From an optimization exercise on the open Yosys and OpenROAD flow, aimed at small area and a short achievable clock period; shortcuts taken in it are not production practice. At most, simulation tests tie the RTL to the original design; equivalence was not proved. No activity file was given, so power comes from the tool's default toggle rates.

red:
==> flow/design.v <==
`timescale 1ns / 1ps
module TopModule( input logic clk, input logic reset,
                  input logic prevMem, nextMem, executeSwitch, executeMem,
                  input logic [15:0] switchInstruction, output logic [15:0] memInst,
                  output logic [7:0] dispData, output logic [3:0] dispAddr,
                  output logic [4:0] pc, output logic halted);
    logic [4:0]  pcr;
    logic [3:0]  ac;
    logic [7:0]  rf [15:0];
    logic [7:0]  dm [15:0];
    logic [15:0] mi;
    logic [7:0]  dd;
    logic        hlt, rf_we, dm_we, is_add, is_br, sfb, sfc, t4;
    logic [3:0]  wa;
    logic [7:0]  opb, opc;
    localparam logic [159:0] ROMW = {16'h0FFF, 16'hA500, 16'h4224, 16'h4FF0, 16'hA921,
                                     16'h3401, 16'h3F00, 16'h3200, 16'h2011, 16'h2000};
    function automatic logic [15:0] romf(input logic [4:0] a);
        logic [9:0] wl;
        logic       stp;
        stp = a[4] || (a[3] && (a[2] || a[1]));
        for (int k = 0; k < 10; k++) wl[k] = (a[3:0] == k) && !a[4];
        for (int j = 0; j < 16; j++) begin
            romf[j] = stp && ((16'hE000 >> j) & 1);
            for (int k = 0; k < 10; k++) romf[j] = romf[j] || (wl[k] && ROMW[k*16+j]);
        end
    endfunction
    wire [7:0] p = opb ^ opc;
    wire g0 = p[0] ? 1'b0 : opb[0];
    logic [7:0] g1, p1, g2, p2, g3;
    always_comb begin
        for (int i = 0; i < 8; i++) begin
            if (i >= 2)       begin g1[i] = p[i] ? opb[i-1] : opb[i]; p1[i] = p[i] & p[i-1]; end
            else if (i == 1)  begin g1[i] = p[i] ? g0       : opb[i]; p1[i] = 1'b0; end
            else              begin g1[i] = g0;                       p1[i] = 1'b0; end
        end
        for (int i = 0; i < 8; i++) begin
            if (i >= 2) begin g2[i] = p1[i] ? g1[i-2] : g1[i]; p2[i] = p1[i] & p1[i-2]; end
            else        begin g2[i] = g1[i];                   p2[i] = 1'b0; end
        end
        for (int i = 0; i < 8; i++) begin
            if (i >= 4) g3[i] = p2[i] ? g2[i-4] : g2[i];
            else        g3[i] = g2[i];
        end
    end
    wire [7:0] sum = p ^ {g3[6:0], 1'b0};
    wire taken = is_br && (p == 8'b0);
    wire [7:0] rf_wdata = is_add ? sum : opc;
    wire [7:0] dm_wdata = opc;
    logic [15:0] dwa, rf_en, dm_en;
    always_comb
        for (int i = 0; i < 16; i++) begin
            dwa[i]   = (wa == i);
            rf_en[i] = rf_we && dwa[i];
            dm_en[i] = dm_we && dwa[i];
        end
    always_ff @(posedge clk, posedge reset)
        if (reset) begin
            for (int i = 0; i < 16; i++) rf[i] <= 8'b0;
        end else begin
            for (int i = 0; i < 16; i++) if (rf_en[i]) rf[i] <= rf_wdata;
        end
    always_ff @(posedge clk, posedge reset)
        if (reset) begin
            for (int i = 0; i < 16; i++) dm[i] <= 8'b0;
        end else begin
            for (int i = 0; i < 16; i++) if (dm_en[i]) dm[i] <= dm_wdata;
        end
    wire ir_load = !nextMem && !prevMem && !hlt;
    function automatic logic [13:0] decode(input logic [15:0] w);
        logic [2:0] op;
        op = w[15:13];
        decode = {(op == 3'b001) || (op == 3'b010),
                  (op == 3'b000),
                  (op == 3'b010),
                  (op == 3'b101),
                  (op == 3'b111),
                  (op == 3'b010) && (w[11:8] == w[7:4]),
                  (op == 3'b010) && (w[11:8] == w[3:0]),
                  w[12],
                  (op == 3'b000 || op == 3'b001) &&  w[12],
                  (op == 3'b001) && !w[12],
                  ((op == 3'b000 || op == 3'b001) && !w[12]) ? w[7:4] : w[11:8]};
    endfunction
    wire [15:0] sw = switchInstruction;
    wire [13:0] dsw  = decode(sw);
    wire [13:0] dmi  = decode(mi);
    wire [13:0] dnew = executeSwitch ? dsw : executeMem ? dmi : decode(16'hC000);
    wire dsw_imm = dsw[5], dsw_ld = dsw[4];
    wire dmi_imm = dmi[5], dmi_ld = dmi[4];
    logic [15:0] sb, sc;
    always_comb
        for (int i = 0; i < 16; i++) begin
            sb[i] = (sw[7:4] == i);
            sc[i] = (sw[3:0] == i);
        end
    logic [7:0] rb_sw, rc_sw, mc_sw;
    always_comb begin
        rb_sw = 8'b0; rc_sw = 8'b0; mc_sw = 8'b0;
        for (int i = 0; i < 16; i++) begin
            rb_sw = rb_sw | (rf[i] & {8{sb[i]}});
            rc_sw = rc_sw | (rf[i] & {8{sc[i]}});
            mc_sw = mc_sw | (dm[i] & {8{sc[i]}});
        end
    end
    logic [7:0] rb_mi, rc_mi;
    always_comb begin
        case (mi[7:4])
            4'd1:    rb_mi = rf[1];
            4'd2:    rb_mi = rf[2];
            4'd15:   rb_mi = rf[15];
            default: rb_mi = rf[0];
        endcase
        if (dmi_ld)
            rc_mi = (mi[3:0] == 4'd1) ? dm[1] : dm[0];
        else
            case (mi[3:0])
                4'd1:    rc_mi = rf[1];
                4'd4:    rc_mi = rf[4];
                4'd15:   rc_mi = rf[15];
                default: rc_mi = rf[0];
            endcase
    end
    wire sel_sw  = ir_load &&  executeSwitch;
    wire sel_mi  = ir_load && !executeSwitch &&  executeMem;
    wire sel_nop = ir_load && !executeSwitch && !executeMem;
    wire hold    = !ir_load;
    wire fb_sw  = rf_we && (wa == sw[7:4]);
    wire fb_mi  = rf_we && (wa == mi[7:4]);
    wire f0     = rf_we && (wa == 4'd0);
    wire fc_sw  = dsw_ld ? dm_we && (wa == sw[3:0]) : rf_we && (wa == sw[3:0]);
    wire fc_mi  = dmi_ld ? dm_we && (wa == mi[3:0]) : rf_we && (wa == mi[3:0]);
    wire b_sw = sel_sw  && !fb_sw;
    wire b_mi = sel_mi  && !fb_mi;
    wire b_0  = sel_nop && !f0;
    wire b_st = hold    && !sfb;
    wire b_fr = (sel_sw && fb_sw) || (sel_mi && fb_mi) || (sel_nop && f0) || (hold && sfb);
    wire c_swi = sel_sw && dsw_imm;
    wire c_swm = sel_sw && dsw_ld && !fc_sw;
    wire c_swr = sel_sw && !dsw_imm && !dsw_ld && !fc_sw;
    wire c_mii = sel_mi && dmi_imm;
    wire c_mir = sel_mi && !dmi_imm && !fc_mi;
    wire c_0   = sel_nop && !f0;
    wire c_st  = (hold && !sfc) || (sel_sw && dsw_ld && fc_sw) || (sel_mi && dmi_ld && fc_mi);
    wire c_fr  = (sel_sw && !dsw_imm && !dsw_ld && fc_sw) || (sel_mi && !dmi_imm && !dmi_ld && fc_mi) ||
                 (sel_nop && f0) || (hold && sfc);
    wire [7:0] opb_next = (rb_sw    & {8{b_sw}}) | (rb_mi & {8{b_mi}}) | (rf[0] & {8{b_0}}) |
                          (opb      & {8{b_st}}) | (rf_wdata & {8{b_fr}});
    wire [7:0] opc_next = (sw[7:0]  & {8{c_swi}}) | (mc_sw & {8{c_swm}}) | (rc_sw & {8{c_swr}}) |
                          (mi[7:0]  & {8{c_mii}}) | (rc_mi & {8{c_mir}}) | (rf[0] & {8{c_0}}) |
                          (opc      & {8{c_st}})  | (rf_wdata & {8{c_fr}});
    always_ff @(posedge clk, posedge reset)
        if (reset) begin
            {rf_we, dm_we, is_add, is_br, hlt, sfb, sfc, t4} <= 8'b0;
            wa  <= 4'b0;
        end else if (ir_load) begin
            {rf_we, dm_we, is_add, is_br, hlt, sfb, sfc, t4} <= dnew[13:6];
            wa     <= dnew[3:0];
        end
    always_ff @(posedge clk, posedge reset)
        if (reset) begin
            opb <= 8'b0;
            opc <= 8'b0;
        end else begin
            opb <= opb_next;
            opc <= opc_next;
        end
    logic [15:0] dac, dpm;
    always_comb
        for (int i = 0; i < 16; i++) dac[i] = (ac == i);
    always_comb
        for (int i = 0; i < 16; i++)
            dpm[i] = nextMem ? dac[(i + 15) % 16] : dac[(i + 1) % 16];
    logic [7:0] dm_pm;
    always_comb begin
        dm_pm = 8'b0;
        for (int i = 0; i < 16; i++)
            dm_pm = dm_pm | (dm[i] & {8{dpm[i]}});
    end
    wire [3:0] ac_pm = nextMem ? ac + 4'd1 : ac - 4'd1;
    wire fwd_pm = dm_we && (wa == ac_pm);
    wire fwd_st = dm_we && (wa == ac);
    wire mv   = nextMem || prevMem;
    wire d_pm = mv && !fwd_pm;
    wire d_f  = mv ? fwd_pm : fwd_st;
    wire d_st = !mv && !fwd_st;
    wire [7:0] dd_next = (dm_pm & {8{d_pm}}) | (dm_wdata & {8{d_f}}) | (dd & {8{d_st}});
    always_ff @(posedge clk, posedge reset)
        if (reset) begin
            ac <= 4'b0;
            dd <= 8'b0;
        end else begin
            if (nextMem || prevMem) ac <= ac_pm;
            dd <= dd_next;
        end
    wire [4:0]  t       = {t4, wa};
    wire [4:0]  pc_inc  = pcr + 5'd1;
    wire        inc     = executeMem && !hlt;
    wire [4:0] pc_next = taken ? t : inc ? pc_inc : pcr;
    always_ff @(posedge clk, posedge reset)
        if (reset) begin
            pcr <= 5'b0;
            mi  <= romf(5'd0);
        end else begin
            pcr <= pc_next;
            mi  <= romf(pc_next);
        end
    assign memInst  = mi;
    assign dispData = dd;
    assign dispAddr = ac;
    assign pc       = pcr;
    assign halted   = hlt;
endmodule
Settings: LEC_CHECK=0, ABC_AREA=1, CAP_MARGIN=20, CORE_MARGIN=2, CORE_UTILIZATION=40, SETUP_SLACK_MARGIN=2.6, SLEW_MARGIN=20; clock period 5.0 ns.
run.sh (not shown) runs the stock make flow with config.mk's settings and CLKGATE_MAP_FILE= SYNTH_SCRIPT=/design/flow/synth_recipe.tcl, a recipe that flattens the netlist after the stock synthesis.
## Diff of input files: blue against red
diff --git a/flow/design.v b/flow/design.v
--- a/flow/design.v
+++ b/flow/design.v
@@ -177,17 +177,14 @@
         for (int i = 0; i < 16; i++)
             dm_pm = dm_pm | (dm[i] & {8{dpm[i]}});
     end
     wire [3:0] ac_pm = nextMem ? ac + 4'd1 : ac - 4'd1;
     wire fwd_pm = dm_we && (wa == ac_pm);
     wire fwd_st = dm_we && (wa == ac);
-    wire mv   = nextMem || prevMem;
-    wire d_pm = mv && !fwd_pm;
-    wire d_f  = mv ? fwd_pm : fwd_st;
-    wire d_st = !mv && !fwd_st;
-    wire [7:0] dd_next = (dm_pm & {8{d_pm}}) | (dm_wdata & {8{d_f}}) | (dd & {8{d_st}});
+    wire [7:0] dd_next = (nextMem || prevMem) ? (fwd_pm ? dm_wdata : dm_pm)
+                                             : (fwd_st ? dm_wdata : dd);
     always_ff @(posedge clk, posedge reset)
         if (reset) begin
             ac <= 4'b0;
             dd <= 8'b0;
         end else begin
             if (nextMem || prevMem) ac <= ac_pm;
Notes after the runs:
Worst relative slew slack (blue over red): increase, 13 points. Internal power (higher): red. | total wire length | blue vs red | 2.4% higher |. [compare] base=red new=blue: non-clock buffer count saw a decrease, fraction of power consumed by the clock network saw an increase, worst hold slack saw an increase, number of top-level pins saw little to no change, vias per cell saw an increase. The met2 usage of blue exceeds that of red by 1.3 points. The clock tree cell share of total cell area reported for blue is greater than that of red by 0.34 points.
For red, only the layout was checked, not whether the RTL still works.

juniper:
Another version of the RTL of TopModule (not shown whole).
Size in the first run: ~2,700 cells after synthesis, roughly 56 I/O pins.
// TopModule
module TopModule( input logic clk, input logic reset,
                  input logic prevMem, nextMem, executeSwitch, executeMem,
                  input logic [15:0] switchInstruction, output logic [15:0] memInst,
                  output logic [7:0] dispData, output logic [3:0] dispAddr,
                  output logic [4:0] pc, output logic halted);
clock: 5.0 ns
lec_check: 0
abc_area: 1
cap_margin: 20
core_margin: 2
core_utilization: 40
place_density: 0.75
setup_slack_margin: 2.6
slew_margin: 20
## Diff of input files: nickel against juniper
-- flow/design.v --
<<< juniper, line 14
    logic [3:0]  wa;
    logic [7:0]  opb, opc;
    function automatic logic [15:0] romf(input logic [4:0] a);
        case (a)
            5'd0: romf = 16'b001_0_0000_0000_0000;
            5'd1: romf = 16'b001_0_0000_0001_0001;
            5'd2: romf = 16'b001_1_0010_00000000;
            5'd3: romf = 16'b001_1_1111_00000000;
            5'd4: romf = 16'b001_1_0100_00000001;
            5'd5: romf = 16'b101_01001_0010_0001;
            5'd6: romf = 16'b010_0_1111_1111_0000;
            5'd7: romf = 16'b010_0_0010_0010_0100;
            5'd8: romf = 16'b101_00101_0000_0000;
            5'd9: romf = 16'b000_0_1111_1111_1111;
            default: romf = 16'b111_0_0000_0000_0000;
        endcase
    endfunction
    wire [7:0] p = opb ^ opc;
>>> nickel, line 14
    logic [3:0]  wa;
    logic [7:0]  opb, opc;
    localparam logic [159:0] ROMW = {16'h0FFF, 16'hA500, 16'h4224, 16'h4FF0, 16'hA921,
                                     16'h3401, 16'h3F00, 16'h3200, 16'h2011, 16'h2000};
    function automatic logic [15:0] romf(input logic [4:0] a);
        logic [9:0] wl;
        logic       stp;
        stp = a[4] || (a[3] && (a[2] || a[1]));
        for (int k = 0; k < 10; k++) wl[k] = (a[3:0] == k) && !a[4];
        for (int j = 0; j < 16; j++) begin
            romf[j] = stp && ((16'hE000 >> j) & 1);
            for (int k = 0; k < 10; k++) romf[j] = romf[j] || (wl[k] && ROMW[k*16+j]);
        end
    endfunction
    wire [7:0] p = opb ^ opc;
Notes after the runs:
mi[1] as the beginning of the critical path was reported by juniper, and switchInstruction[6] by nickel. Synthesized cell area delta (nickel -> juniper): insignificant. A capture point of the worst path of opb[7] is what nickel shows, while opc[5] belongs to juniper. The final reports for nickel and juniper show placeable core area lower in the former. [compare] base=juniper new=nickel: number of clock buffers in the layout lower; share of cell area taken by multi-input logic gates lost 1.2 points; met1 track demand over resource in global routing increased 2.5 points; aggregate routed wire length increased by 3.1% relative to the old numbers.

Starting RTL as in the previous note.
==> flow/config.mk <==
export PLATFORM = sky130hd
export DESIGN_NAME = TopModule
export DESIGN_NICKNAME = TopModule
export VERILOG_FILES = /design/flow/design.v
export SDC_FILE = /design/flow/constraint.sdc
export NUM_CORES = 4
export LEC_CHECK = 0
export ABC_AREA = 1
export CAP_MARGIN = 20
export CORE_MARGIN = 2
export CORE_UTILIZATION = 40
export SETUP_SLACK_MARGIN = 2.8
export SLEW_MARGIN = 20
==> flow/constraint.sdc <==
create_clock -name core_clock -period 5.0 [get_ports {clk}]
set_input_delay 1.0000 -clock core_clock [delete_from_list [all_inputs] [get_ports {clk}]]
set_output_delay 1.0000 -clock core_clock [all_outputs]
set_load 0.01 [all_outputs]
Next try:
--- a/flow/design.v
+++ b/flow/design.v
@@ -179,24 +179,26 @@
             ac <= 4'b0;
             dd <= 8'b0;
         end else begin
             if (nextMem || prevMem) ac <= ac_pm;
             dd <= dd_next;
         end
     wire [4:0]  t       = {t4, wa};
     wire [4:0]  pc_inc  = pcr + 5'd1;
     wire        inc     = executeMem && !hlt;
-    wire [4:0] pc_next = taken ? t : inc ? pc_inc : pcr;
     always_ff @(posedge clk, posedge reset)
         if (reset) begin
             pcr <= 5'b0;
             mi  <= romf(5'd0);
-        end else begin
-            pcr <= pc_next;
-            mi  <= romf(pc_next);
+        end else if (taken) begin
+            pcr <= t;
+            mi  <= romf(t);
+        end else if (inc) begin
+            pcr <= pc_inc;
+            mi  <= romf(pc_inc);
         end
     assign memInst  = mi;
     assign dispData = dd;
     assign dispAddr = ac;
     assign pc       = pcr;
     assign halted   = hlt;
 endmodule
The changed run ran to the end with no violations; utilization drops by 0.50 points; fmax barely changes; setup slack hardly moves; synthesized cell count increases by a few percent; final area increases by a few percent.

==> separate check: timing with driven ports <==
No port has a modelled driver above. Below, the same layouts with a new extraction and two added sets of constraints.
Step 1 sets driving cells, clkbuf_16 on the clock port and buf_2 on the other inputs (assumed; they add their load-dependent delay and slew).
Step 2, shift: input delay + t, output delay - t, t = (earliest + latest rising clock arrival at the registers) / 2. This alone moves slack from input paths to output paths.
Three values: ideal ports, drivers, drivers and shift; two values: the first two.
run	shift t [ns]	slack for setup (ns)	latest minus earliest clock arrival (ns)
red	0.617	2.558 / 2.580 / 1.973	0.023 / 0.024
blue	0.641	2.611 / 2.596 / 2.009	0.036 / 0.037
juniper	0.587	2.538 / 2.538 / 2.018	0.019 / 0.019
nickel	0.632	2.508 / 2.549 / 1.917	0.025 / 0.026
the first run of note 3	0.629	2.674 / 2.613 / 2.028	0.025 / 0.025
the second run of note 3	0.629	2.677 / 2.697 / 2.077	0.016 / 0.016
After both steps every run listed still meets setup and hold. For the first run of note 3, which loses most, drivers alone change the setup slack by -0.061 ns; drivers and shift together by -0.646 ns.
